From an optimization exercise on the open Yosys and OpenROAD flow, aimed at small area and a short achievable clock period; shortcuts taken in it are not production practice.
Where RTL was checked, it was by simulation tests only, not by an equivalence proof against the original.
Function not checked in runs 3 to 7: the RTL went through the layout flow alone.
Power is estimated from default activity; no workload was simulated.

### flow/config.mk
export PLATFORM = sky130hd
export DESIGN_NAME = softplus8_pla
export DESIGN_NICKNAME = softplus8_pla
export VERILOG_FILES = /design/flow/design.v
export SDC_FILE = /design/flow/constraint.sdc
export NUM_CORES = 4
export LEC_CHECK = 0
export CAP_MARGIN = 20
export CORE_MARGIN = 2
export CORE_UTILIZATION = 70
export SETUP_SLACK_MARGIN = 3.3
export SLEW_MARGIN = 20
### flow/standard.sh
#!/bin/bash
# synth_recipe.tcl (not shown) runs the flow's synth.tcl, then flattens the netlist and writes it again
# the make line also repeats each setting of config.mk as NAME=value (left out here)
make -C /OpenROAD-flow-scripts/flow DESIGN_CONFIG=/design/flow/config.mk WORK_HOME=/design/flow/orfs CLKGATE_MAP_FILE= SYNTH_SCRIPT=/design/flow/synth_recipe.tcl "${@:-finish}"
### flow/constraint.sdc
create_clock -name core_clock -period 5.5 [get_ports {clk}]
set_input_delay 1.1000 -clock core_clock [delete_from_list [all_inputs] [get_ports {clk}]]
set_output_delay 1.1000 -clock core_clock [all_outputs]
set_load 0.01 [all_outputs]
### flow/design.v
module softplus8_pla (
    input  wire clk,
    input  wire rst,
    input  wire signed [15:0] x,
    output wire [15:0] y
);
  wire neg0 = x[15];
  wire tz0 = ~|x[6:0];
  wire [3:0] am0 = x[10:7] ^ {4{neg0}};
  wire big0 = neg0 ? ~&x[14:11] : |x[14:11];
  wire pos0 = ~neg0;                                         
  wire ge9 = am0[3] & (am0[2] | am0[1] | am0[0]);
  wire seg70 = ~neg0 & (big0 | ge9);                         
  wire zero0 = neg0 & (big0 | (am0[3] & am0[2]) | (am0 == 4'd11 & tz0));   
  wire [2:0] jh0 = (big0 | ge9) ? 3'd0 :
                   {am0 <= 4'd2, am0 >= 4'd3 & am0 <= 4'd5, am0 >= 4'd6};    
  wire inc0 = tz0 & ~big0 & (neg0 ? (am0 == 4'd2 | am0 == 4'd5) : am0 == 4'd9);
  wire dec0 = tz0 & ~big0 & (neg0 ? am0 == 4'd8 : (am0 == 4'd3 | am0 == 4'd6));
  wire [7:0] u0 = pos0 ? 8'd128 - {1'b0, x[6:0]} : {1'b0, x[6:0]};
  wire [7:0] K0;
  assign K0[0] = (~am0[0] & am0[1]) | (~am0[2] & ~am0[3]) | (am0[1] & am0[3]) | (~am0[0] & ~am0[2]) | (am0[0] & ~am0[1] & am0[2]);
  assign K0[1] = (~am0[0] & ~am0[3]) | (am0[1] & ~am0[2]);
  assign K0[2] = (~am0[1] & ~am0[2]) | (am0[0] & ~am0[2] & ~am0[3]) | (am0[0] & ~am0[1]);
  assign K0[3] = (am0[0] & ~am0[1] & ~am0[3]) | (am0[2]);
  assign K0[4] = (am0[0] & ~am0[1] & ~am0[2] & ~am0[3]) | (~am0[0] & am0[1] & ~am0[2] & ~am0[3]) | (~am0[0] & ~am0[1] & am0[2]);
  assign K0[5] = (am0[1] & ~am0[2] & ~am0[3]);
  assign K0[6] = (am0[0] & ~am0[1] & ~am0[2] & ~am0[3]);
  assign K0[7] = (~am0[0] & ~am0[1] & ~am0[2] & ~am0[3]);
  wire nz0 = ~tz0 | x[7];
  reg [14:7] xh1;
  reg [7:0] u1;
  reg [7:0] K1;
  reg [2:0] jh1;
  reg pos1, seg71, zero1, nz1, ci1, dec1;
  wire [13:0] w = {6'd0, u1};
  wire [13:0] rA = jh1[2] ? w << 5 : jh1[1] ? w << 3 : jh1[0] ? w << 1 : seg71 ? {~xh1[14:8], 7'd0} : 14'd0;
  wire [13:0] rB = jh1[2] ? w << 3 : jh1[1] ? w << 2 : jh1[0] ? w : 14'd0;
  wire [13:0] rC = jh1[2] ? w << 1 : jh1[1] ? w : 14'd0;
  wire [13:0] s1 = rA ^ rB ^ rC;
  wire [13:0] c1 = ((rA & rB) | (rA & rC) | (rB & rC)) << 1;
  wire [7:0] lo = {1'b0, s1[6:0]} + {1'b0, c1[6:0]};
  wire usep = pos1 | seg71;
  wire [9:0] Pl = dec1 ? {{3{~(usep & xh1[7])}}, 7'h7f} :
                  usep ? {2'b0, xh1[7], ~u1[6:0] & {7{~u1[7]}}} : 10'd0;
  wire [9:0] Ke = zero1 ? 10'd0 : seg71 ? (nz1 ? -10'sd119 : -10'sd118) : {2'b0, K1};
  wire [9:0] PK = Pl + Ke + {9'd0, ci1};
  reg [6:0] ph2;
  reg [9:0] PK2;
  reg [6:0] S2, C2;
  reg c72;
  wire [9:0] sl = PK2 + {3'd0, S2} + {3'd0, C2} + {9'd0, c72};
  reg [7:0] fl3;
  reg [6:0] ph3;
  reg [1:0] d3;
  wire [6:0] fh = ph3 + {{5{d3[1]}}, d3};
  reg [14:0] f4;
  always @(posedge clk) begin
    xh1 <= x[14:7]; u1 <= u0; jh1 <= jh0; K1 <= K0;
    pos1 <= pos0; seg71 <= seg70; zero1 <= zero0; nz1 <= nz0; dec1 <= dec0;
    ci1 <= tz0 ? inc0 : pos0;
    ph2 <= usep ? xh1[14:8] : 7'd0; PK2 <= PK; S2 <= s1[13:7]; C2 <= c1[13:7]; c72 <= lo[7];
    fl3 <= sl[7:0]; ph3 <= ph2; d3 <= sl[9:8];
  end
  always @(posedge clk or posedge rst)
    if (rst) f4 <= 15'd0;
    else f4 <= {fh, fl3};
  assign y = {1'b0, f4};
endmodule
### flow/flow/run.sh
#!/bin/bash
set -o pipefail
cp standard.sh standard_copy.log
export BUFFER_PORTS_ARGS="-buffer_cell sky130_fd_sc_hd__buf_2"
bash standard.sh > standard.log 2>&1
==> results of run 1 <==
-- power groups by stage --
stage,combinational [W],sequential [W],clock [W]
4_1_cts,0.000405,0.000859,0.000463
6_report,0.000439,0.000858,0.000462
5_1_grt,0.000486,0.000872,0.000489
2_1_floorplan,0.000247,0.000891,0
3_5_place_dp,0.000382,0.000877,0
3_3_place_gp,0.000367,0.000872,0
-- cells by family after synthesis --
logic type	Yosys count	share of synthesized area (%)
other	1	0.0809
flip-flops	95	42.6
multiplexers	5	1.32
XOR/XNOR	25	4.72
buffers and inverters	50	4.24
AO/OA/AOI/OAI	107	15.2
AND/OR/NAND/NOR	144	15.7
adder cells (fa/ha/maj)	50	16.1
-- area by class of cell --
type / count / area [um2] / area share, %
multi-input cells: 332 / 2580 / 48.4
flip-flops and latches: 95 / 1990 / 37.3
repair buffers: 52 / 333 / 6.23
inverters: 33 / 128 / 2.39
clock buffers: 9 / 124 / 2.32
well taps: 77 / 96.3 / 1.80
clock inverters: 7 / 81.3 / 1.52
-- sequential cells by signal (all words and copies together), names as in the netlist, 8 cells and up --
register and flops:
PK2 10, fl3 8, K1 8, xh1 8
u1 8, f4 15
-- final timing paths --
path	startpoint	endpoint	slack, ns
max	jh1[0]	c72	3.13
min	fl3[0]	f4[0]	0.33
max reg2reg	jh1[0]	c72	3.13
min reg2reg	fl3[0]	f4[0]	0.33
max in group asynchronous	rst	f4[2]	4.39
min in group asynchronous	rst	f4[7]	0.76
-- worst max-delay path: cells and delay by family, from the launching register on --
kind | cells | cell delay (ns)
compound gates | 5 | 0.82
fa+ha+maj | 2 | 0.73
flops | 1 | 0.33
mux | 1 | 0.26
simple gates | 1 | 0.15
-- routing by layer --
metal / part of all wire [%] / track usage (%) / wire length, um
met1: 40 / 30.6 / 3710
met2: 50 / 46.1 / 4680
met3: 5.6 / 3.79 / 520
met4: 3.9 / 12.7 / 366
met5: 0 / 0 / 0
-- per-stage QoR --
stage | total power, W | area, um2 | setup WS [ns] | cells
2_1_floorplan | 0.00114 | 4660 | 3.10 | 477
3_3_place_gp | 0.00124 | 4840 | 2.70 | 569
3_5_place_dp | 0.00126 | 4840 | 2.63 | 569
4_1_cts | 0.00173 | 5210 | 3.14 | 598
5_1_grt | 0.00185 | 5340 | 3.05 | 605
6_report | 0.00176 | 5340 | 3.13 | 605
-- repair_timing --
action,in CTS,in global routing
cloned,0,0
gates resized for setup,18,20
pin swaps,9,11
hold buffers,0,0
endpoints found under the setup margin,12,12
setup buffers,13,7
-- cell usage in the layout, fill, tap and decap left out, types with 4 or more instances in the layout --
cell and count:
o21ai_0 16, dfxtp_2 4, buf_6 6, ha_1 32, and2_1 7, dfrtp_1 15
fa_1 13, xor2_1 11, o21ai_1 9, xnor2_1 14, nand2b_1 9, a21oi_1 19
clkbuf_8 9, o21a_1 6, o21bai_1 7, a31oi_1 8, nor3_1 10, inv_1 31
buf_4 14, and3_1 5, nor2b_1 13, nand2_1 30, buf_2 32, nand3_1 5
a21o_1 7, nor2_1 40, o22ai_1 5, dfxtp_1 73
==> flow_metrics.tcl, run 1 <==
set metrics [dict create \
    yosys.area.top_type "dfxtp_1" \
    portBuffers 32 \
    power_switching_w 0.000535 \
    insertedDiodeCount 0 \
    htreeDepth 3 \
    drc 0 \
    synth-edff-count 0 \
    hold_path_class "flop to flop" \
    vdd.ir_drop.worst_mv 0.277 \
    ys_seq_elements 95 \
    hold_violations 0 \
    cp-start-kind "flop" \
    cp_slowest_stage_delay_ns 0.44 \
    cts_buffer_depth 2 \
    grt_pass1_vias 3387 \
    fin_skew_ns 0.00941 \
    worstMarginPinSlew_ns 0.529 \
    netlist_area_mm2 0.00464 \
    p_sw_share_pct 30.4 \
    routed_wl_um 9280 \
    path_max_fanout 8 \
    avgRoutedWirePerCell_um 15.3 \
    worstHoldPathCells 0 \
    synth.area.top_cells "dfxtp_1 (35%), ha_1 (9.2%), dfrtp_1 (8.1%)" \
    period_minus_slack_ns 2.37 \
    clk-insertion-delay-late_ns 0.36 \
    vias_per_cell 5.88 \
    grt_pass1_wl_um 15000 \
    ys.flop_type "dfxtp_1" \
    p_seq_share_pct 48.8 \
    cts_tree "done" \
    hpwl_um 6320 \
    fillers 398 \
    gp_congestion 0.940 \
    cts-buffers-inserted 9 \
    cts-root-buf "clkbuf_8" \
    synth_common_cells "dfxtp_1 (80), nor2_1 (42), ha_1 (34), inv_1 (33), nand2_1 (30)" \
    final_nets 591 \
    synth_top_area_share_pct 34.5 \
    yosysMostFrequentCell "dfxtp_1" \
    required_ns 5.76 \
    cellInternalPower_w 0.00123 \
    end_kind "flop" \
    die_area_mm2 0.00729 \
    arrival_ns 2.63 \
    core_mm2 0.00639 \
    finalCritPeriodShare_pct 43.1 \
    yosysSeqAreaShare_pct 42.6 \
    syn_inst 477 \
    path_cells "nor2b_4 > a22o_1 > mux2_4 > fa_1 > ha_1 > a21o_1 > a21o_1 > a21o_1 > a21o_1" \
    slew_violations 0 \
    critPathSlowestCell "fa_1" \
    power.density_mw_per_mm2 330 \
    die_height_um 85.4 \
    syn_nets 545 \
    clk_pin_slew_ns 0.09 \
    ys_types 61 \
    clock_sinks 95 \
    drv_cap 0 \
    syn_to_final_growth_pct 15.1 \
    grt_overflow 0 \
    firstDrtPassIters 5 \
    maxClockFrequency_mhz 422 \
    clkPwrFrac_pct 26.3 \
    setup_tns_ns 0 \
    vias 3560 \
    leakage_nw 2.48 \
    antenna_found_initial 0 \
    setup-violations-final 0 \
    path_class "flop to flop" \
    final_core_utilization_pct 83.6 \
    std_cell_rows 29 \
    syn_area_per_cell_um2 9.72 \
    grt_max_degree 32 \
    relSlewSlack_pct 64.7 \
    grt_usage_pct 26.0 \
    drive_gt1_share_pct 20.1 \
    combPwrFrac_pct 25.0 \
    initial_utilization_pct 72.6 \
    postRouteAntennaNets 0 \
    yosysWarnings 1 \
    status "timing/DRC/antenna clean" \
    hold_ws_ns 0.331 \
    ff2ff_path_depth 9 \
    drt_iter0_markers 142 \
    rsz0062_at_grt "true" \
    synthArstFlopShare_pct 15.8 \
    fp.dieW_um 85.4 \
    ios 34 \
    crit_top_cell "a21o_1" \
]
==> run 2, diff against run 1 <==
--- a/flow/config.mk
+++ b/flow/config.mk
@@ -7,2 +7,3 @@
 export LEC_CHECK = 0
+export ABC_AREA = 1
 export CAP_MARGIN = 20
==> run 2 against run 1 <==
  * Still clean
  * Clock power rose by 3%
  * Utilization fell by 1.9 points
  * Setup slack improved by 0.23 ns
  * Non-clock buffer count fell by 9
  * Critical path depth did not move
  * Hold slack barely moved
  * Fmax rose by 11%
  * Cell count rose by 13%
  * Clock skew barely moved
  * Critical endpoint is now d3[0]
  * Highest routed layer unchanged
==> flow_metrics.tcl, run 2 <==
set metrics [dict create \
    vias_per_cell 5.42 \
    crit_top_cell "nand2_2" \
    gp_congestion 0.934 \
    worstSetupEndpoint "d3[0]" \
    die_height_um 85.7 \
    htreeDepth 3 \
    rsz0062_at_grt "true" \
    synthArstFlopShare_pct 15.8 \
    drt_iter0_markers 128 \
    ys_seq_elements 95 \
    netlist_area_mm2 0.00468 \
    drive_gt1_share_pct 16.1 \
    hpwl_um 6790 \
    final_nets 670 \
    antenna_found_initial 0 \
    die_area_mm2 0.00735 \
    yosysSeqAreaShare_pct 42.3 \
    hold_violations 0 \
    ios 34 \
    power.density_mw_per_mm2 325 \
    ys_types 38 \
    layout_commonest_cell "nand2_1" \
    cellInternalPower_w 0.00120 \
    most-common-layout-cells "nand2_1 (113), inv_1 (78), dfxtp_1 (75), nor2_1 (58), ha_1 (33)" \
    cp-start-kind "flop" \
    fp.dieW_um 85.7 \
    synth-edff-count 0 \
    arrival_ns 2.45 \
    insertedDiodeCount 0 \
    rrSetupSlack_ns 3.36 \
    grt_pass1_wl_um 15200 \
    syn_area_per_cell_um2 8.40 \
    path_class "flop to flop" \
    fin_skew_ns 0.00909 \
    synth_common_cells "nand2_1 (116), inv_1 (81), dfxtp_1 (80), nor2_1 (59), ha_1 (34)" \
    grt_overflow 0 \
    yosys.area.top_type "dfxtp_1" \
    p_sw_share_pct 29.9 \
    period_minus_slack_ns 2.14 \
    largestRegisters "f4 x15, PK2 x10" \
    grt_usage_pct 26.6 \
    hold_path_class "flop to flop" \
    required_ns 5.80 \
    routed_wl_um 9290 \
    setup_tns_ns 0 \
    ctsHoldBuffers 0 \
    slew_violations 0 \
    setup-violations-final 0 \
    cts_buffer_depth 2 \
    ys.flop_type "dfxtp_1" \
    clock_sinks 95 \
    finalCritPeriodShare_pct 39.0 \
    clk-insertion-delay-late_ns 0.36 \
    rr_startpoint "C2[0]" \
    leakage_nw 2.78 \
    firstDrtPassIters 19 \
    clk_pin_slew_ns 0.09 \
    cts_tree "done" \
    vias 3709 \
    power_w 0.00171 \
    drc 0 \
    relSlewSlack_pct 65.1 \
    path_max_fanout 3 \
    cp_slowest_stage_delay_ns 0.60 \
    vdd.ir_drop.worst_mv 0.155 \
    postRouteAntennaNets 0 \
    portBuffers 32 \
    grt_max_degree 18 \
    largest_reg_flops 15 \
    cts-buffers-inserted 9 \
    yosysMostFrequentCell "nand2_1" \
    power_switching_w 0.000509 \
    maxClockFrequency_mhz 467 \
    end_kind "flop" \
    rr_endpoint "d3[0]" \
    worstMarginPinSlew_ns 0.523 \
    ff2ff_path_depth 9 \
    syn_nets 625 \
    top_register "f4" \
    p_seq_share_pct 49.7 \
    syn_to_final_growth_pct 12.3 \
    synth.area.top_cells "dfxtp_1 (34%), nand2_1 (9.3%), ha_1 (9.1%)" \
    crit_path_start "C2[0]" \
    drv_cap 0 \
    status "timing/DRC/antenna clean" \
    yosysWarnings 1 \
    grt_pass1_vias 3502 \
    cts-root-buf "clkbuf_8" \
    initial_utilization_pct 72.8 \
    std_cell_rows 29 \
    synth_top_area_share_pct 34.2 \
    path_cells "fa_1 > ha_4 > inv_4 > fa_2 > nand3b_1 > nand2_2 > nand2_2 > a21o_1 > nand2_1" \
    combPwrFrac_pct 22.3 \
    core_mm2 0.00642 \
    clkPwrFrac_pct 28.0 \
    final_core_utilization_pct 81.7 \
    critPathSlowestCell "fa_1" \
    syn_inst 557 \
    avgRoutedWirePerCell_um 13.6 \
]
## run 2: cell count changes in the layout (fill, tap and decap cells not counted), sizes merged, moves of 7 or more
cell    previous run  this run
nor2              42        61
and2               7         0
nand2             31       126
xnor2             14         7
a21oi             19        30
buf               52        43
inv               34        87
nand2b             9         0
nand3              6        15
nor2b             16         0
## run 2: cells by family after synthesis
| family | after synthesis | synth area share (%) |
|---|---|---|
| adders and majority gates | 50 | 15.9 |
| and+or+nand+nor | 214 | 19.2 |
| DFF | 95 | 42.3 |
| xor gates and xnor gates | 23 | 4.71 |
| buffers and inverters | 96 | 8.16 |
| AOI/OAI and AO/OA | 78 | 9.60 |
| other | 1 | 0.0802 |
## run 2: how the worst min path moves through the flow
stage	end	startpoint	cells past startpoint
after floorplan	ph3[0]	ph2[0]	0
after CTS	f4[4]	fl3[4]	0
after global placement	ph3[4]	ph2[4]	0
after global routing	ph3[1]	ph2[1]	0
after detailed placement	ph3[1]	ph2[1]	0
final	f4[0]	fl3[0]	0
## run 2: critical path: cells and delay by family (launching register included)
| family | cells | cell delay [ns] |
|---|---|---|
| adder cells (fa/ha/maj) | 3 | 1.13 |
| flip-flops | 1 | 0.33 |
| AO/OA/AOI/OAI | 1 | 0.15 |
| buffers and inverters | 1 | 0.04 |
| AND/OR/NAND/NOR | 4 | 0.42 |
## run 2: cell type report
type	count	area (um2)
multi-input cells	366	2370
clock buffers	11	151
inverters	87	335
flip-flops and latches	95	1990
fillers	418	1170
repair buffers	43	243
clock inverters	5	61.3
well taps	77	96.3
## run 2: through the flow
stage	hold WS, ns	worst slack [ns]	cell area, um2	cells
finish	0.332	3.36	5250	684
global route	0.336	3.23	5250	684
CTS	0.334	3.26	5140	676
detailed placement	0.313	3.04	4880	657
global placement	0.311	3.05	4880	657
floorplan	0.310	3.36	4680	557
## run 2: repair_timing
action / 4_1_cts / 5_1_grt
buffers inserted: 3 / 8
setup endpoints to repair: 11 / 10
gates resized for setup: 9 / 18
pin swaps: 0 / 6
## run 2: metal layers
metal / share of wire (%) / track usage, % / vias to the layer above
li1: - / - / 1843
met1: 40 / 29.4 / 1703
met2: 52 / 48.2 / 139
met3: 4.3 / 4.33 / 24
met4: 3.4 / 15.2 / 0
met5: 0 / 0 / -
## run 2: power by group through the flow
stage                     sequential, W  clock, W  combinational (W)
after floorplan                0.000878         0           0.000231
after global placement         0.000861         0           0.000343
after detailed placement       0.000864         0           0.000356
final                          0.000848  0.000478           0.000381
after CTS                      0.000849  0.000481           0.000364
after global routing           0.000859  0.000510           0.000427
==> run 3, diff against run 2 <==
--- a/flow/design.v
+++ b/flow/design.v
@@ -40,3 +40,3 @@
   wire [13:0] c1 = ((rA & rB) | (rA & rC) | (rB & rC)) << 1;
-  wire [7:0] lo = {1'b0, s1[6:0]} + {1'b0, c1[6:0]};
+  wire [13:0] sc = s1 + c1;    
   wire usep = pos1 | seg71;
@@ -48,5 +48,4 @@
   reg [9:0] PK2;
-  reg [6:0] S2, C2;
-  reg c72;
-  wire [9:0] sl = PK2 + {3'd0, S2} + {3'd0, C2} + {9'd0, c72};
+  reg [6:0] E2;
+  wire [9:0] sl = PK2 + {3'd0, E2};
   reg [7:0] fl3;
@@ -60,3 +59,3 @@
     ci1 <= tz0 ? inc0 : pos0;
-    ph2 <= usep ? xh1[14:8] : 7'd0; PK2 <= PK; S2 <= s1[13:7]; C2 <= c1[13:7]; c72 <= lo[7];
+    ph2 <= usep ? xh1[14:8] : 7'd0; PK2 <= PK; E2 <= sc[13:7];
     fl3 <= sl[7:0]; ph3 <= ph2; d3 <= sl[9:8];
--- a/flow/config.mk
+++ b/flow/config.mk
@@ -7,3 +7,2 @@
 export LEC_CHECK = 0
-export ABC_AREA = 1
 export CAP_MARGIN = 20
@@ -11,3 +10,3 @@
 export CORE_UTILIZATION = 70
-export SETUP_SLACK_MARGIN = 3.3
+export SETUP_SLACK_MARGIN = 3.1
 export SLEW_MARGIN = 20
==> run 3 against run 2 <==
  * Still clean on timing, DRC and antenna
  * Utilization increased by 3.9 points
  * Synthesized cell count decreased by 13%
  * Count of clock-buffer cells in the layout unchanged
  * Sequential cell count decreased by 6
  * Die area decreased by 3.6%
  * First-iteration DRC count increased to 2.5 times the previous value
  * Clock skew decreased by 0.0020 ns
  * Clock power increased by 6.1%
  * Power decreased by 1.8%
  * Sequential share of layout area decreased by 3.0 points
  * Design area increased by 2.4%
  * Register-to-register slack got worse by 0.77 ns
  * Critical endpoint is now E2[6]
  * Highest routed layer unchanged
==> flow_metrics.tcl, run 3 <==
set metrics [dict create \
    synth.area.top_cells "dfxtp_1 (33%), ha_1 (9.7%), dfrtp_1 (8.3%)" \
    top_register "f4" \
    initial_utilization_pct 71.7 \
    final_nets 600 \
    fillers 354 \
    ys.flop_type "dfxtp_1" \
    cts_buffer_depth 2 \
    largest_reg_flops 15 \
    hold_violations 0 \
    cts-buffers-inserted 9 \
    p_seq_share_pct 48.4 \
    place_area_mm2 0.00476 \
    drc 0 \
    htreeDepth 3 \
    yosysWarnings 1 \
    power.density_mw_per_mm2 312 \
    drt_iter0_markers 325 \
    crit_buf_inv 2 \
    synthArstFlopShare_pct 16.9 \
    arrival_ns 3.16 \
    setup-violations-final 0 \
    hold_path_class "flop to flop" \
    end_kind "flop" \
    critPathSlowestCell "dfxtp_4" \
    leakage_nw 2.46 \
    combPwrFrac_pct 21.4 \
    cp-start-kind "flop" \
    yosysSeqAreaShare_pct 41.3 \
    ios 34 \
    routed_wl_um 11700 \
    cp_slowest_stage_delay_ns 0.39 \
    insertedDiodeCount 0 \
    vias 3834 \
    syn_nets 551 \
    ys_types 55 \
    clk_pin_slew_ns 0.08 \
    cts-root-buf "clkbuf_8" \
    synth-edff-count 0 \
    fp.dieW_um 84.2 \
    vdd.ir_drop.worst_mv 0.304 \
    crit_family "compound AO/OA/AOI/OAI gates" \
    p_sw_share_pct 29.2 \
    cellInternalPower_w 0.00119 \
    grt_overflow 0 \
    synth_common_cells "dfxtp_1 (74), nor2_1 (49), nand2_1 (40), ha_1 (35), o21ai_0 (31)" \
    maxClockFrequency_mhz 344 \
    syn_inst 486 \
    firstDrtPassIters 5 \
    yosysMostFrequentCell "dfxtp_1" \
    period_minus_slack_ns 2.91 \
    syn_to_final_growth_pct 19.4 \
    final_cell_area_mm2 0.00538 \
    synth_top_area_share_pct 32.9 \
    portBuffers 32 \
    finalCritPeriodShare_pct 52.9 \
    slew_violations 0 \
    clk-insertion-delay-late_ns 0.36 \
    ys_seq_elements 89 \
    required_ns 5.75 \
    ctsHoldBuffers 0 \
    postRouteAntennaNets 0 \
    setup_tns_ns 0 \
    avgRoutedWirePerCell_um 19.0 \
    grt_usage_pct 29.5 \
    gp_congestion 0.906 \
    most-common-layout-cells "dfxtp_1 (68), nor2_1 (45), nand2_1 (37), buf_2 (32), ha_1 (30)" \
    core_mm2 0.00628 \
    vias_per_cell 6.21 \
    status "timing/DRC/antenna clean" \
    syn_area_per_cell_um2 9.26 \
    cts_tree "done" \
    clock_sinks 89 \
    worstMarginPinSlew_ns 0.775 \
    path_class "flop to flop" \
    die_area_mm2 0.00709 \
    std_cell_rows 29 \
    path_max_fanout 6 \
    yosys.area.top_type "dfxtp_1" \
    relSlewSlack_pct 47.9 \
    rsz0062_at_grt "true" \
    drv_cap 0 \
    hpwl_um 6860 \
    crit_top_cell "a21oi_1" \
    largestRegisters "f4 x15, PK2 x10" \
    fin_skew_ns 0.00713 \
    path_cells "buf_8 > buf_4 > nor3_1 > a21oi_1 > o21ai_0 > ha_1 > ha_1 > a21o_1 > a21oi_1 > a21oi_1 > xor2_1" \
    antenna_found_initial 0 \
    drive_gt1_share_pct 22.0 \
    power_switching_w 0.000490 \
    layout_commonest_cell "dfxtp_1" \
    grt_pass1_wl_um 16500 \
    die_height_um 84.2 \
    grt_max_degree 30 \
    netlist_area_mm2 0.00450 \
    clkPwrFrac_pct 30.2 \
    grt_pass1_vias 3593 \
]
## run 3: cell count changes in the layout (fill, tap and decap cells not counted), sizes merged, moves of 11 or more
cell / delta
nor2b: +15
inv: -57
nor2: -12
nand2: -86
o21ai: +11
buf: +13
## run 3: power groups by stage
stage	combinational [W]	sequential (W)	clock (W)
2_1_floorplan	0.000206	0.000832	0
3_3_place_gp	0.000304	0.000819	0
3_5_place_dp	0.000324	0.000824	0
4_1_cts	0.000338	0.000809	0.000504
5_1_grt	0.000393	0.000821	0.000531
6_report	0.000359	0.000811	0.000507
## run 3: cell type report
cell class | instances | area (um2) | area share [%]
inverters | 29 | 109 | 2.03
repair buffers | 56 | 372 | 6.91
flip-flops and latches | 89 | 1870 | 34.9
multi-input cells | 350 | 2700 | 50.2
clock inverters | 5 | 86.3 | 1.61
clock buffers | 11 | 141 | 2.63
well taps | 77 | 96.3 | 1.79
## run 3: worst reg2reg max path: cells and delay by family, from the launching register on
family	cells	cell delay, ns
compound gates	5	1.01
fa+ha+maj	2	0.68
flops	1	0.39
buf+inv	2	0.29
simple gates	1	0.27
xor+xnor	1	0.17
## run 3: cell families after synthesis
group / share of synthesized area (%)
adder cells (fa/ha/maj): 15.1
AND/OR/NAND/NOR: 16.2
buffers and inverters: 4.17
other: 0.0833
multiplexers: 1.17
flip-flops: 41.3
AO/OA/AOI/OAI: 16.4
XOR/XNOR: 5.64
## run 3: layer usage
layer  GRT usage (%)  routed length, um  vias up
met5               0                  0        -
met4            12.0                675        0
li1                -                  -     1762
met3            6.19                812       75
met2            52.9               5900      208
met1            34.1               4300     1789
## run 3: path summary, 6_finish.rpt
kind	start	end	slack [ns]	depth (start not counted)
max	jh1[1]	E2[6]	2.59	11
min	fl3[0]	f4[0]	0.33	0
max reg2reg	jh1[1]	E2[6]	2.59	11
min reg2reg	fl3[0]	f4[0]	0.33	0
max in group asynchronous	rst	f4[6]	4.38	2
min in group asynchronous	rst	f4[12]	0.76	2
## run 3: repair_timing
action                                 CTS  global route
setup endpoints to repair               13             7
cloned                                   0             0
gates resized for setup                 21            28
endpoints found under the hold margin    0             0
buffers inserted                        11            13
pin swaps                               14            21
## run 3: through the flow
step | cells | util (%) | worst slack, ns | hold WS [ns] | total power [W]
after global placement | 577 | 75.8 | 2.43 | 0.310 | 0.00112
final | 617 | 85.6 | 2.59 | 0.331 | 0.00168
after global routing | 617 | 85.6 | 2.50 | 0.333 | 0.00174
after floorplan | 486 | - | 2.86 | 0.310 | 0.00104
after CTS | 604 | 81.8 | 2.77 | 0.332 | 0.00165
after detailed placement | 577 | 75.8 | 2.38 | 0.312 | 0.00115
==> run 4, diff against run 3 <==
--- a/flow/config.mk
+++ b/flow/config.mk
@@ -10,3 +10,3 @@
 export CORE_UTILIZATION = 70
-export SETUP_SLACK_MARGIN = 3.1
+export SETUP_SLACK_MARGIN = 3.2
 export SLEW_MARGIN = 20
==> run 4 against run 3 <==
  * Critical path type unchanged
  * Critical endpoint is now E2[4]
  * Hold slack about the same
  * Clock power down 19%
  * Register-to-register slack better by 0.11 ns
  * Setup slack better by 0.11 ns
  * Cell count up 0.16%
  * Die area unchanged
  * Utilization up 0.36 points
==> flow_metrics.tcl, run 4 <==
set metrics [dict create \
    grt_pass1_wl_um 16600 \
    largest_reg_flops 15 \
    yosysMostFrequentCell "dfxtp_1" \
    crit_top_cell "buf_6" \
    rsz0062_at_grt "true" \
    hpwl_um 6790 \
    drt_iter0_markers 256 \
    cts_tree "done" \
    crit_family "adder cells" \
    grt_pass1_vias 3688 \
    ys_seq_elements 89 \
    yosys.area.top_type "dfxtp_1" \
    cts-root-buf "clkbuf_8" \
    yosysSeqAreaShare_pct 41.3 \
    ys_types 55 \
    setup-violations-final 0 \
    grt_max_degree 29 \
    critPathSlowestCell "fa_2" \
    required_ns 5.79 \
    avgRoutedWirePerCell_um 17.7 \
    syn_to_final_growth_pct 19.9 \
    syn_nets 551 \
    syn_area_per_cell_um2 9.26 \
    path_class "flop to flop" \
    vias 3768 \
    hold_violations 0 \
    htreeDepth 3 \
    p_seq_share_pct 51.0 \
    combPwrFrac_pct 23.0 \
    ys.flop_type "dfxtp_1" \
    fp.dieW_um 84.2 \
    synth_common_cells "dfxtp_1 (74), nor2_1 (49), nand2_1 (40), ha_1 (35), o21ai_0 (31)" \
    syn_inst 486 \
    grt_usage_pct 29.3 \
    finalCritPeriodShare_pct 51.0 \
    vdd.ir_drop.worst_mv 0.288 \
    clock_sinks 89 \
    seq_area_mm2 0.00187 \
    antenna_found_initial 0 \
    cp-start-kind "flop" \
    status "timing/DRC/antenna clean" \
    ios 34 \
    period_minus_slack_ns 2.80 \
    fillers 343 \
    crit_buf_inv 2 \
    grt_overflow 0 \
    initial_utilization_pct 71.7 \
    most-common-layout-cells "dfxtp_1 (68), nor2_1 (45), nand2_1 (40), buf_2 (32), ha_1 (29)" \
    arrival_ns 3.10 \
    leakage_nw 2.46 \
    path_cells "buf_6 > buf_6 > mux2i_1 > o21ai_1 > fa_2 > ha_4 > a21o_1 > o2bb2ai_2 > or3_4 > a21oi_4 > xnor2_2" \
    die_height_um 84.2 \
    synthArstFlopShare_pct 16.9 \
    power.density_mw_per_mm2 294 \
    postRouteAntennaNets 0 \
    cp_slowest_stage_delay_ns 0.51 \
    layout_commonest_cell "dfxtp_1" \
    synth-edff-count 0 \
    drv_cap 0 \
    slew_violations 0 \
    power_switching_w 0.000483 \
    synth.area.top_cells "dfxtp_1 (33%), ha_1 (9.7%), dfrtp_1 (8.3%)" \
    clk-insertion-delay-late_ns 0.36 \
    multi_input_area_mm2 0.00275 \
    cellInternalPower_w 0.00110 \
    cts_buffer_depth 2 \
    synth_top_area_share_pct 32.9 \
    routed_wl_um 10900 \
    clkPwrFrac_pct 26.0 \
    yosysWarnings 1 \
    relSlewSlack_pct 65.1 \
    final_nets 601 \
    maxClockFrequency_mhz 357 \
    drive_gt1_share_pct 24.0 \
    drc 0 \
    portBuffers 32 \
    core_mm2 0.00628 \
    end_kind "flop" \
    largestRegisters "f4 x15, PK2 x10" \
    clk_pin_slew_ns 0.09 \
    preCtsSetupSlack_ns 2.31 \
    ctsHoldBuffers 0 \
    p_sw_share_pct 30.4 \
    fin_skew_ns 0.0137 \
    gp_congestion 0.897 \
    std_cell_rows 29 \
    path_max_fanout 7 \
    cts-buffers-inserted 9 \
    worstMarginPinSlew_ns 0.523 \
    vias_per_cell 6.10 \
    firstDrtPassIters 5 \
    die_area_mm2 0.00709 \
    top_register "f4" \
    setup_tns_ns 0 \
    hold_path_class "flop to flop" \
    insertedDiodeCount 0 \
    netlist_area_mm2 0.00450 \
    post-route-worst-setup-slack_ns 2.70 \
]
## run 4: cells by family (layout without fill, tap and decap cells)
logic type / Yosys count / count (layout) / share of synthesized area, %
AND/OR/NAND/NOR: 152 / 152 / 16.2
AO/OA/AOI/OAI: 116 / 116 / 16.4
flip-flops: 89 / 89 / 41.3
adder cells (fa/ha/maj): 47 / 47 / 15.1
buffers and inverters: 47 / 102 / 4.17
XOR/XNOR: 29 / 29 / 5.64
multiplexers: 5 / 5 / 1.17
other: 1 / 1 / 0.0833
## run 4: worst paths after layout
kind	from	endpoint	slack, ns	cells after the start
max	jh1[1]	E2[4]	2.70	11
min	fl3[2]	f4[2]	0.33	0
max reg2reg	jh1[1]	E2[4]	2.70	11
min reg2reg	fl3[2]	f4[2]	0.33	0
max in group asynchronous	rst	f4[4]	4.38	2
min in group asynchronous	rst	f4[11]	0.76	2
## run 4: routing by layer
layer	vias to the layer above	track usage (%)	part of all wire, %
li1	1768	-	-
met1	1797	32.7	37
met2	166	55.3	54
met3	37	5.21	6.0
met4	0	10.6	3.1
met5	-	0	0
## run 4: metrics by stage
stage               power [W]  cell area [um2]  hold slack, ns  std cells  util, %
floorplan             0.00104             4650           0.310        486        -
global placement      0.00112             4760           0.310        577     75.8
detailed placement    0.00114             4760           0.312        577     75.8
CTS                   0.00156             5220           0.331        611     83.1
global route          0.00166             5400           0.336        618     86.0
finish                0.00159             5400           0.331        618     86.0
## run 4: timing repair
action,in CTS,in global routing
cloned,1,0
buffers inserted,17,7
pin swaps,15,19
resized for setup,37,22
endpoints found under the setup margin,14,13
endpoints found under the hold margin,0,0
## run 4: final cells by class
cell class              instances  area share [%]
multi-input cells             350            50.9
flip-flops and latches         89            34.7
repair buffers                 57            7.26
clock buffers                  11            2.62
inverters                      29            2.02
well taps                      77            1.78
clock inverters                 5           0.719
## run 4: power by group through the flow
stage          sequential, W  combinational [W]  clock (W)
3_5_place_dp        0.000824           0.000321          0
4_1_cts             0.000808           0.000340   0.000409
5_1_grt             0.000819           0.000404   0.000438
3_3_place_gp        0.000820           0.000304          0
6_report            0.000809           0.000365   0.000412
2_1_floorplan       0.000832           0.000207          0
==> run 5, diff against run 4 <==
--- a/flow/design.v
+++ b/flow/design.v
@@ -40,3 +40,4 @@
   wire [13:0] c1 = ((rA & rB) | (rA & rC) | (rB & rC)) << 1;
-  wire [13:0] sc = s1 + c1;    
+  wire [7:0] lo = {1'b0, s1[6:0]} + {1'b0, c1[6:0]};
+  wire [6:0] hi = s1[13:7] + c1[13:7];    
   wire usep = pos1 | seg71;
@@ -49,3 +50,4 @@
   reg [6:0] E2;
-  wire [9:0] sl = PK2 + {3'd0, E2};
+  reg c72;
+  wire [9:0] sl = PK2 + {3'd0, E2} + {9'd0, c72};
   reg [7:0] fl3;
@@ -59,3 +61,3 @@
     ci1 <= tz0 ? inc0 : pos0;
-    ph2 <= usep ? xh1[14:8] : 7'd0; PK2 <= PK; E2 <= sc[13:7];
+    ph2 <= usep ? xh1[14:8] : 7'd0; PK2 <= PK; E2 <= hi; c72 <= lo[7];
     fl3 <= sl[7:0]; ph3 <= ph2; d3 <= sl[9:8];
==> run 5 against run 4 <==
  * Still clean on timing, DRC and antenna
  * Area after synthesis decreased by 0.47%
  * Setup slack got worse by 0.087 ns
  * Die area shrank 0.45%
  * Synthesized cell count decreased by 0.21%
  * Cell count is 0.97% lower
  * Utilization is 1.9 points lower
  * Register-to-register slack got worse by 0.09 ns
  * Clock skew fell by 0.0054 ns
  * Design area decreased by 2.2%
  * Via count decreased by 5.0%
  * Wire length down 12%
  * Highest routed layer unchanged
==> flow_metrics.tcl, run 5 <==
set metrics [dict create \
    htreeDepth 3 \
    power_switching_w 0.000477 \
    largestRegisters "f4 x15, PK2 x10" \
    p_seq_share_pct 50.0 \
    crit_family "adder cells" \
    drv_cap 0 \
    crit_buf_inv 1 \
    ys.flop_type "dfxtp_1" \
    relSlewSlack_pct 65.4 \
    clk_pin_slew_ns 0.09 \
    synth-edff-count 0 \
    synth_top_area_share_pct 33.5 \
    cp-start-kind "flop" \
    globalRoute.busiestLayer "met2" \
    power_w 0.00163 \
    vias 3579 \
    period_minus_slack_ns 2.89 \
    netlist_area_mm2 0.00448 \
    finalCritPeriodShare_pct 52.6 \
    slew_violations 0 \
    path_cells "nor2b_4 > a221oi_4 > nor2_1 > fa_1 > ha_2 > inv_2 > fa_2 > nor2b_2 > o21ai_1 > a21boi_1 > o21ai_1 > xnor2_1" \
    syn_nets 551 \
    cts-buffers-inserted 9 \
    p_sw_share_pct 29.3 \
    setup-violations-final 0 \
    clock_sinks 90 \
    cp_slowest_stage_delay_ns 0.53 \
    rsz0062_at_grt "true" \
    required_ns 5.74 \
    drc 0 \
    drive_gt1_share_pct 22.4 \
    worstMarginPinSlew_ns 0.519 \
    leakage_nw 2.45 \
    ys_seq_elements 90 \
    top_register "f4" \
    yosys.area.top_type "dfxtp_1" \
    std_cell_rows 29 \
    gp_congestion 0.915 \
    setup_tns_ns 0 \
    vdd.ir_drop.worst_mv 0.296 \
    use_met3_pct 5.64 \
    crit_top_cell "o21ai_1" \
    cts_tree "done" \
    grt_pass1_vias 3295 \
    fp.dieW_um 84.0 \
    place_area_mm2 0.00469 \
    ctsHoldBuffers 0 \
    synth_common_cells "dfxtp_1 (75), nor2_1 (43), inv_1 (38), nand2_1 (38), o21ai_0 (35)" \
    cts_buffer_depth 2 \
    fin_skew_ns 0.00834 \
    grt_max_degree 31 \
    synthArstFlopShare_pct 16.7 \
    syn_area_per_cell_um2 9.24 \
    most-common-layout-cells "dfxtp_1 (70), nor2_1 (41), nand2_1 (37), inv_1 (36)" \
    hold_path_class "flop to flop" \
    grt_usage_pct 25.4 \
    status "timing/DRC/antenna clean" \
    end_kind "flop" \
    layout_commonest_cell "dfxtp_1" \
    grt_overflow 0 \
    cellInternalPower_w 0.00115 \
    die_height_um 84.0 \
    insertedDiodeCount 0 \
    final_cell_area_mm2 0.00528 \
    ios 34 \
    routed_wl_um 9580 \
    ys_types 48 \
    yosysMostFrequentCell "dfxtp_1" \
    final_nets 596 \
    clk-insertion-delay-late_ns 0.35 \
    die_area_mm2 0.00706 \
    met1_usage_pct 29.7 \
    yosysSeqAreaShare_pct 41.9 \
    firstDrtPassIters 5 \
    power.density_mw_per_mm2 308 \
    avgRoutedWirePerCell_um 15.7 \
    critPathSlowestCell "fa_1" \
    core_mm2 0.00628 \
    hold_violations 0 \
    syn_inst 485 \
    path_class "flop to flop" \
    grt_pass1_wl_um 14400 \
    maxClockFrequency_mhz 346 \
    initial_utilization_pct 71.4 \
    vias_per_cell 5.85 \
    gr-usage-met2_pct 44.6 \
    arrival_ns 3.13 \
    yosysWarnings 1 \
    path_max_fanout 5 \
    largest_reg_flops 15 \
    synth.area.top_cells "dfxtp_1 (34%), ha_1 (9.5%), dfrtp_1 (8.4%)" \
    combPwrFrac_pct 21.6 \
    postRouteAntennaNets 0 \
    clkPwrFrac_pct 28.4 \
    syn_to_final_growth_pct 17.9 \
    portBuffers 32 \
    cts-root-buf "clkbuf_8" \
    hpwl_um 6300 \
    antenna_found_initial 0 \
    drt_iter0_markers 158 \
]
## run 5: changes by cell type after synthesis, sizes merged, moves of 3 or more
| cell | delta |
|---|---|
| inv | +10 |
| nor2 | -6 |
| a21o | +3 |
| o211ai | -3 |
| o21ai | +3 |
## run 5: final cells by class
class / instances / area [um2]
clock buffers: 10 / 138
clock inverters: 6 / 72.6
fillers: 359 / 997
inverters: 38 / 143
multi-input cells: 338 / 2610
flip-flops and latches: 90 / 1890
well taps: 77 / 96.3
repair buffers: 53 / 332
## run 5: stage by stage
stage                     hold slack, ns  worst slack [ns]  cells  utilization, %
after detailed placement           0.312              2.39    575            74.8
after floorplan                    0.310              2.88    485               -
after global placement             0.310              2.52    575            74.8
final                              0.330              2.61    612            84.1
after CTS                          0.331              2.79    602            80.8
after global routing               0.334              2.50    612            84.1
## run 5: repair_timing
action                                  4_1_cts  5_1_grt
pin swaps                                    20       16
resized for setup                            31       25
buffers inserted                             11       10
endpoints found under the setup margin       13       15
gates cloned                                  0        0
## run 5: metal layers
metal	up-vias	part of all wire, %
li1	1728	-
met1	1652	39
met2	156	50
met3	43	6.3
met4	0	4.4
met5	-	0
## run 5: path summary, 6_finish.rpt
kind | startpoint | end | slack, ns | depth (start not counted)
worst max register to register | jh1[0] | E2[6] | 2.61 | 12
worst min-delay path | ph2[2] | ph3[2] | 0.33 | 0
max in group asynchronous | rst | f4[10] | 4.39 | 2
worst min register to register | ph2[2] | ph3[2] | 0.33 | 0
worst max-delay path | jh1[0] | E2[6] | 2.61 | 12
min in group asynchronous | rst | f4[13] | 0.76 | 2
## run 5: power groups by stage
stage	combinational, W	sequential [W]	clock (W)
final	0.000352	0.000814	0.000462
after global routing	0.000386	0.000825	0.000492
after CTS	0.000328	0.000812	0.000464
after detailed placement	0.000313	0.000828	0
after global placement	0.000299	0.000826	0
after floorplan	0.000203	0.000838	0
## run 5: logic make-up (layout without fill, tap and decap cells)
family          after synthesis  count (layout)  share of synthesized area (%)
fa+ha+maj                    48              48                           15.8
other cells                   1               1                         0.0837
buf+inv                      57             107                           4.86
mux                           2               2                          0.475
compound gates              121             121                           16.9
flops                        90              90                           41.9
xor+xnor                     26              26                           5.08
simple gates                140             140                           14.9
==> run 6, diff against run 5 <==
--- a/flow/config.mk
+++ b/flow/config.mk
@@ -7,2 +7,3 @@
 export LEC_CHECK = 0
+export ABC_AREA = 1
 export CAP_MARGIN = 20
@@ -10,3 +11,3 @@
 export CORE_UTILIZATION = 70
-export SETUP_SLACK_MARGIN = 3.2
+export SETUP_SLACK_MARGIN = 3.3
 export SLEW_MARGIN = 20
==> run 6 against run 5 <==
  * Still clean
  * First-iteration DRC count grew 34%
  * Clock skew grew 0.0013 ns
  * Via count grew 9.7%
  * Register-to-register slack gained 0.45 ns
==> flow_metrics.tcl, run 6 <==
set metrics [dict create \
    rr_startpoint "jh1[1]" \
    grt_overflow 0 \
    status "timing/DRC/antenna clean" \
    largest_reg_flops 15 \
    ys.flop_type "dfxtp_1" \
    final_nets 678 \
    die_height_um 85.3 \
    clkPwrFrac_pct 32.7 \
    synth_top_area_share_pct 32.5 \
    hold_violations 0 \
    cts-buffers-inserted 9 \
    fin_skew_ns 0.00969 \
    yosys.area.top_type "dfxtp_1" \
    postRouteAntennaNets 0 \
    final_core_utilization_pct 84.4 \
    synth-edff-count 0 \
    gp_congestion 0.950 \
    path_class "flop to flop" \
    multi_input_area_mm2 0.00249 \
    yosysWarnings 1 \
    fillers 373 \
    cts_buffer_depth 2 \
    yosys.area_share.simple_pct 20.1 \
    finalCritPeriodShare_pct 44.3 \
    leakage_nw 2.80 \
    clk-insertion-delay-late_ns 0.35 \
    vias_per_cell 5.66 \
    avgRoutedWirePerCell_um 14.2 \
    rr_endpoint "E2[6]" \
    min-delay-start "ph2[6]" \
    synth_mux_area_share_pct 0 \
    syn_nets 627 \
    synth_fa_ha_area_share_pct 15.3 \
    hold_ws_ns 0.331 \
    power_switching_w 0.000473 \
    setup_tns_ns 0 \
    preCtsSetupSlack_ns 2.85 \
    cp-start-kind "flop" \
    grt_max_degree 20 \
    fp.dieW_um 85.3 \
    antenna_found_initial 0 \
    largestRegisters "f4 x15, PK2 x10" \
    drive_gt1_share_pct 19.3 \
    clock_sinks 90 \
    grt_usage_pct 28.2 \
    path_max_fanout 5 \
    end_kind "flop" \
    drc 0 \
    cts_tree "done" \
    layout_commonest_cell "nand2_1" \
    htreeDepth 3 \
    ys_seq_elements 90 \
    post-route-worst-setup-slack_ns 3.06 \
    arrival_ns 2.69 \
    hold_path_class "flop to flop" \
    required_ns 5.76 \
    seq_area_mm2 0.00190 \
    netlist_area_mm2 0.00462 \
    rrSetupSlack_ns 3.06 \
    combPwrFrac_pct 20.3 \
    drt_iter0_markers 212 \
    rsz0062_at_grt "true" \
    grt_pass1_wl_um 16300 \
    synth.area.top_cells "dfxtp_1 (32%), nand2_1 (9.3%), ha_1 (9.2%)" \
    vias 3926 \
    portBuffers 32 \
    ff2ff_path_depth 15 \
    core_mm2 0.00639 \
    cts-root-buf "clkbuf_8" \
    synth_top_family_by_area "simple AND/OR/NAND/NOR gates" \
    initial_utilization_pct 72.4 \
    die_area_mm2 0.00727 \
    yosysSeqAreaShare_pct 40.6 \
    clk_pin_slew_ns 0.08 \
    synth_common_cells "nand2_1 (114), inv_1 (77), dfxtp_1 (75), nor2_1 (47), ha_1 (34)" \
    syn_area_per_cell_um2 8.24 \
    maxClockFrequency_mhz 410 \
    vdd.ir_drop.worst_mv 0.313 \
    worstMarginPinSlew_ns 0.528 \
    ctsHoldBuffers 0 \
    relSlewSlack_pct 64.7 \
    most-common-layout-cells "nand2_1 (111), inv_1 (74), dfxtp_1 (68), nor2_1 (44), ha_1 (33)" \
    p_sw_share_pct 27.5 \
    final_cells 694 \
    hpwl_um 7070 \
    synth_compound_area_share_pct 10.5 \
    yosysMostFrequentCell "nand2_1" \
    ios 34 \
    synthXorXnorAreaFrac_pct 4.93 \
    firstDrtPassIters 5 \
    p_seq_share_pct 47.0 \
    worstHoldPathCells 0 \
    slew_violations 0 \
    synthArstFlopShare_pct 16.7 \
    drv_cap 0 \
    routed_wl_um 9860 \
    power.density_mw_per_mm2 320 \
    syn_inst 561 \
    top_register "f4" \
    dp_cells 660 \
    std_cell_rows 29 \
    syn_to_final_growth_pct 16.5 \
    cellInternalPower_w 0.00125 \
    period_minus_slack_ns 2.44 \
    hold_end "ph3[6]" \
    ys_types 39 \
    grt_pass1_vias 3775 \
    insertedDiodeCount 0 \
    setup-violations-final 0 \
]
==> run 6: cell count changes in the layout (fill, tap and decap cells not counted), sizes merged, moves of 7 or more <==
| cell | previous run | this run |
|---|---|---|
| xor2 | 12 | 21 |
| nand4 | 1 | 8 |
| nand2 | 38 | 118 |
| o31ai | 1 | 9 |
| a21o | 10 | 0 |
| o21ai | 36 | 25 |
| nand2b | 8 | 0 |
| inv | 41 | 85 |
| xnor2 | 14 | 5 |
| nand3 | 6 | 31 |
| nor2b | 16 | 0 |
==> run 6: layout make-up <==
class	count	share of cell area [%]
Clock inverter	5	2.39
Timing Repair Buffer	50	5.48
Multi-Input combinational cell	375	46.3
Sequential cell	90	35.2
Clock buffer	11	2.44
Inverter	86	6.41
Tap cell	77	1.79
==> run 6: logic make-up (layout without fill, tap and decap cells) <==
| kind of cell | after synthesis | in the layout |
|---|---|---|
| compound gates | 83 | 83 |
| other cells | 1 | 1 |
| flops | 90 | 90 |
| fa+ha+maj | 48 | 48 |
| xor+xnor | 26 | 26 |
| buf+inv | 96 | 152 |
| simple gates | 217 | 217 |
==> run 6: per-stage QoR <==
stage               power [W]  area, um2
global placement      0.00114       4860
finish                0.00172       5390
detailed placement    0.00115       4860
global route          0.00181       5390
floorplan             0.00105       4690
CTS                   0.00172       5280
==> run 6: critical path: stages (launching register included) <==
cell and delay, ns:
dfxtp_4 0.42, inv_8 0.05, nand2_4 0.07, inv_4 0.04
a21oi_4 0.15, nor2_2 0.06, fa_1 0.52, ha_2 0.19
inv_2 0.04, fa_2 0.35, o21ai_2 0.15, nand2_1 0.08
nand2_2 0.07, nand2_1 0.05, nand2_1 0.05, nand2_1 0.04
==> run 6: how the worst max path moves through the flow <==
| stage | from | endpoint | slack (ns) | cells after the start |
|---|---|---|---|---|
| final | jh1[1] | E2[6] | 3.06 | 15 |
| after global routing | jh1[1] | E2[6] | 2.93 | 15 |
| after CTS | jh1[1] | E2[6] | 3.11 | 13 |
| after detailed placement | jh1[2] | E2[6] | 2.85 | 14 |
| after global placement | jh1[2] | E2[6] | 2.96 | 14 |
| after floorplan | jh1[2] | E2[6] | 3.13 | 15 |
==> run 6: repair_timing <==
| action | in CTS | in global routing |
|---|---|---|
| setup endpoints to repair | 10 | 10 |
| pin swaps | 11 | 5 |
| resized for setup | 20 | 21 |
| buffers inserted | 15 | 3 |
==> run 6: metal layers <==
metal	GRT usage [%]	part of all wire (%)	up-vias
li1	-	-	1905
met1	30.4	40	1797
met2	51.0	51	179
met3	5.54	4.9	45
met4	16.5	4.8	0
met5	0	0	-
==> run 6: power groups by stage <==
stage	clock network, W	registers (W)	logic (W)
after CTS	0.000572	0.000810	0.000341
after detailed placement	0	0.000825	0.000328
final	0.000564	0.000810	0.000350
after global placement	0	0.000823	0.000317
after global routing	0.000595	0.000823	0.000390
after floorplan	0	0.000837	0.000213
==> run 7, diff against run 6 <==
--- a/flow/design.v
+++ b/flow/design.v
@@ -31,5 +31,9 @@
   reg [7:0] u1;
-  reg [7:0] K1;
+  wire [8:0] Pl0 = dec0 ? (pos0 & x[7] ? 9'd127 : 9'h1ff) :
+                   inc0 ? {1'b0, pos0 & x[7], 7'd1} :
+                   pos0 ? {1'b0, x[7:0]} : 9'd0;
+  wire [8:0] Ke0 = zero0 ? 9'd0 : seg70 ? (nz0 ? -9'sd119 : -9'sd118) : {1'b0, K0};
+  reg [8:0] Pl1, Ke1;
   reg [2:0] jh1;
-  reg pos1, seg71, zero1, nz1, ci1, dec1;
+  reg pos1, seg71;
   wire [13:0] w = {6'd0, u1};
@@ -41,13 +45,9 @@
   wire [7:0] lo = {1'b0, s1[6:0]} + {1'b0, c1[6:0]};
-  wire [6:0] hi = s1[13:7] + c1[13:7];    
   wire usep = pos1 | seg71;
-  wire [9:0] Pl = dec1 ? {{3{~(usep & xh1[7])}}, 7'h7f} :
-                  usep ? {2'b0, xh1[7], ~u1[6:0] & {7{~u1[7]}}} : 10'd0;
-  wire [9:0] Ke = zero1 ? 10'd0 : seg71 ? (nz1 ? -10'sd119 : -10'sd118) : {2'b0, K1};
-  wire [9:0] PK = Pl + Ke + {9'd0, ci1};
+  wire [9:0] PK = {Pl1[8], Pl1} + {Ke1[8], Ke1};
   reg [6:0] ph2;
   reg [9:0] PK2;
-  reg [6:0] E2;
+  reg [6:0] S2, C2;
   reg c72;
-  wire [9:0] sl = PK2 + {3'd0, E2} + {9'd0, c72};
+  wire [9:0] sl = PK2 + {3'd0, S2} + {3'd0, C2} + {9'd0, c72};
   reg [7:0] fl3;
@@ -58,6 +58,5 @@
   always @(posedge clk) begin
-    xh1 <= x[14:7]; u1 <= u0; jh1 <= jh0; K1 <= K0;
-    pos1 <= pos0; seg71 <= seg70; zero1 <= zero0; nz1 <= nz0; dec1 <= dec0;
-    ci1 <= tz0 ? inc0 : pos0;
-    ph2 <= usep ? xh1[14:8] : 7'd0; PK2 <= PK; E2 <= hi; c72 <= lo[7];
+    xh1 <= x[14:7]; u1 <= u0; jh1 <= jh0; 
+    pos1 <= pos0; seg71 <= seg70; Pl1 <= Pl0; Ke1 <= Ke0;
+    ph2 <= usep ? xh1[14:8] : 7'd0; PK2 <= PK; S2 <= s1[13:7]; C2 <= c1[13:7]; c72 <= lo[7];
     fl3 <= sl[7:0]; ph3 <= ph2; d3 <= sl[9:8];
--- a/flow/config.mk
+++ b/flow/config.mk
@@ -7,3 +7,2 @@
 export LEC_CHECK = 0
-export ABC_AREA = 1
 export CAP_MARGIN = 20
@@ -11,3 +10,3 @@
 export CORE_UTILIZATION = 70
-export SETUP_SLACK_MARGIN = 3.3
+export SETUP_SLACK_MARGIN = 3.1
 export SLEW_MARGIN = 20
==> run 7 against run 6 <==
  * Sequential cell count grew 10
  * Power decreased by 3.2%
  * Highest routed layer unchanged
  * Sequential share of layout area up 3.2 points
  * Die area is 1.7% higher
  * Utilization rose by 0.50 points
  * Design area grew 1.2%
  * Critical path depth decreased by 10
  * First-iteration DRC count is 16% lower
  * Wire length grew 5.0%
  * Register-to-register slack better by 0.04 ns
  * Setup slack worse by 0.11 ns
  * Hold slack gained 0.0015 ns
==> flow_metrics.tcl, run 7 <==
set metrics [dict create \
    cellInternalPower_w 0.00118 \
    syn_inst 476 \
    finalCritPeriodShare_pct 46.3 \
    crit_path_start "x[13]" \
    rrSetupSlack_ns 3.10 \
    cp_slowest_stage_delay_ns 0.57 \
    ys.flop_type "dfxtp_1" \
    grt_overflow 0 \
    status "timing/DRC/antenna clean" \
    layout_commonest_cell "dfxtp_1" \
    clk_pin_slew_ns 0.10 \
    yosysWarnings 1 \
    synthArstFlopShare_pct 15.0 \
    grt_max_degree 36 \
    rr_startpoint "c72" \
    initial_utilization_pct 73.3 \
    grt_usage_pct 28.9 \
    drive_gt1_share_pct 20.2 \
    drv_cap 0 \
    top_register "f4" \
    rsz0062_at_grt "true" \
    firstDrtPassIters 4 \
    fp.dieW_um 86 \
    antenna_found_initial 0 \
    portBuffers 32 \
    p_seq_share_pct 50.9 \
    cts_buffer_depth 2 \
    vias 3678 \
    clkPwrFrac_pct 30.4 \
    std_cell_rows 29 \
    synth_top_area_share_pct 36.2 \
    routed_wl_um 10300 \
    yosysSeqAreaShare_pct 44.1 \
    ys_types 60 \
    cts-buffers-inserted 9 \
    path_class "input port to flop" \
    clock_sinks 100 \
    largest_reg_flops 15 \
    syn_area_per_cell_um2 9.89 \
    power_w 0.00167 \
    power_switching_w 0.000494 \
    netlist_area_mm2 0.00471 \
    hold_path_class "flop to flop" \
    insertedDiodeCount 0 \
    setup_tns_ns 0 \
    end_kind "flop" \
    hold_violations 0 \
    yosys.area.top_type "dfxtp_1" \
    htreeDepth 3 \
    avgRoutedWirePerCell_um 17.2 \
    ff2ff_path_depth 7 \
    p_sw_share_pct 29.6 \
    synth.area.top_cells "dfxtp_1 (36%), ha_1 (9.3%), dfrtp_1 (8.0%)" \
    combPwrFrac_pct 18.7 \
    slew_violations 0 \
    synth-edff-count 0 \
    clk-insertion-delay-late_ns 0.37 \
    cts_tree "done" \
    setup-violations-final 0 \
    final_nets 586 \
    cp-start-kind "input port" \
    die_height_um 86 \
    critPathSlowestCell "or4b_4" \
    synth_common_cells "dfxtp_1 (85), nor2_1 (49), ha_1 (35), inv_1 (28), a21oi_1 (25)" \
    gp_congestion 0.912 \
    worstMarginPinSlew_ns 0.526 \
    drt_iter0_markers 178 \
    syn_nets 543 \
    die_area_mm2 0.00740 \
    power.density_mw_per_mm2 306 \
    arrival_ns 2.86 \
    worstSetupEndpoint "Pl1[0]" \
    vias_per_cell 6.12 \
    drc 0 \
    ctsHoldBuffers 0 \
    fillers 339 \
    path_max_fanout 5 \
    core_mm2 0.00642 \
    hpwl_um 6910 \
    leakage_nw 2.53 \
    most-common-layout-cells "dfxtp_1 (79), nor2_1 (47), ha_1 (33), buf_2 (30), inv_1 (26)" \
    yosysMostFrequentCell "dfxtp_1" \
    rr_endpoint "d3[0]" \
    postRouteAntennaNets 0 \
    grt_pass1_vias 3620 \
    syn_to_final_growth_pct 15.8 \
    grt_pass1_wl_um 16600 \
    ios 34 \
    period_minus_slack_ns 2.55 \
    path_cells "buf_6 > or4_4 > mux2_4 > or4b_4 > a21bo_1" \
    worstHoldPathCells 0 \
    fin_skew_ns 0.0148 \
    relSlewSlack_pct 64.9 \
    maxClockFrequency_mhz 393 \
    largestRegisters "f4 x15, PK2 x10" \
    vdd.ir_drop.worst_mv 0.183 \
    cts-root-buf "clkbuf_8" \
    required_ns 5.81 \
    ys_seq_elements 100 \
]
-- run 7: changes by cell type after synthesis, moves of 14 or more --
cell      before  now
nand3_1       30    9
nand2_1      114   22
xnor2_1        5   19
inv_1         77   28
clkbuf_1       1   17
xor2_1        21    5
-- run 7: layer usage --
layer,global-route usage (%),up-vias,wire length (um)
met1,34.2,1734,4150
met2,51.6,152,5410
met3,4.91,24,532
met4,12.1,0,259
met5,0,-,0
li1,-,1768,-
-- run 7: cells by family after synthesis --
group | share of synthesized area [%]
XOR/XNOR | 4.81
multiplexers | 0.771
AND/OR/NAND/NOR | 14.3
AO/OA/AOI/OAI | 16.6
adder cells (fa/ha/maj) | 15.3
other | 0.0797
buffers and inverters | 4.07
flip-flops | 44.1
-- run 7: how the worst min path moves through the flow --
stage	end	slack [ns]	startpoint
floorplan	ph3[0]	0.31	ph2[0]
global placement	ph3[5]	0.31	ph2[5]
detailed placement	ph3[6]	0.31	ph2[6]
CTS	f4[5]	0.33	fl3[5]
global route	ph3[6]	0.34	ph2[6]
finish	f4[3]	0.33	fl3[3]
-- run 7: timing repair --
item | 4_1_cts | 5_1_grt
endpoints found under the setup margin | 22 | 16
setup buffers | 13 | 6
pin swaps | 6 | 17
gates resized for setup | 20 | 21
cloned | 1 | 0
-- run 7: layout make-up --
type,instances,area (um2),area share (%)
flip-flops and latches,100,2090,38.3
multi-input cells,329,2590,47.5
repair buffers,51,335,6.15
clock buffers,9,124,2.27
well taps,77,96.3,1.77
inverters,28,114,2.09
clock inverters,7,103,1.88
-- run 7: per-stage QoR --
stage / cell area, um2 / util, % / cells / worst slack (ns) / hold slack (ns)
2_1_floorplan: 4790 / - / 476 / 2.70 / 0.310
5_1_grt: 5450 / 84.9 / 601 / 2.89 / 0.343
4_1_cts: 5320 / 82.8 / 595 / 2.96 / 0.334
3_5_place_dp: 4920 / 76.6 / 565 / 2.03 / 0.314
3_3_place_gp: 4920 / 76.6 / 565 / 2.17 / 0.310
6_report: 5450 / 84.9 / 601 / 2.95 / 0.333
-- run 7: critical path, delay by kind of cell --
kind	cells	cell delay, ns
buffers and inverters	1	0.09
AO/OA/AOI/OAI	1	0.22
multiplexers	1	0.32
AND/OR/NAND/NOR	2	1.13
-- run 7: power by group through the flow --
stage / clock [W] / sequential (W) / combinational (W)
after CTS: 0.000508 / 0.000848 / 0.000301
after global routing: 0.000542 / 0.000860 / 0.000345
after floorplan: 0 / 0.000876 / 0.000184
final: 0.000507 / 0.000849 / 0.000313
after global placement: 0 / 0.000862 / 0.000268
after detailed placement: 0 / 0.000865 / 0.000285

port drivers added, routing unchanged:
In the flow no input, the clock included, has a driving cell. The finished layouts below were timed again as built, in two steps. Step 1 assumes that a clkbuf_16 drives the clock port and a buf_2 every other input. Step 2, shift: input delay + t, output delay - t, t = (earliest + latest rising clock arrival at the registers) / 2. This alone moves slack from input paths to output paths. Three values: ideal, step 1, step 2; two values: the first two.
| run | shift t [ns] | setup slack, ns | clock arrival spread, ns | worst register clock-pin slew, ns |
|---|---|---|---|---|
| run 1 | 0.387 | 3.128 / 3.128 / 2.973 | 0.010 / 0.009 | 0.10 / 0.10 |
| run 2 | 0.391 | 3.357 / 3.357 / 3.072 | 0.011 / 0.010 | 0.09 / 0.09 |
| run 3 | 0.391 | 2.591 / 2.591 / 2.591 | 0.008 / 0.008 | 0.09 / 0.09 |
| run 4 | 0.385 | 2.697 / 2.697 / 2.697 | 0.015 / 0.014 | 0.09 / 0.09 |
| run 5 | 0.376 | 2.610 / 2.610 / 2.610 | 0.009 / 0.009 | 0.09 / 0.09 |
| run 6 | 0.377 | 3.062 / 3.062 / 3.062 | 0.010 / 0.010 | 0.08 / 0.08 |
| run 7 | 0.389 | 2.955 / 2.950 / 2.561 | 0.015 / 0.015 | 0.11 / 0.11 |
After both steps setup and hold are still met in every run listed. For run 7, which loses most, drivers alone change the setup slack by -0.005 ns; drivers and shift together by -0.394 ns.
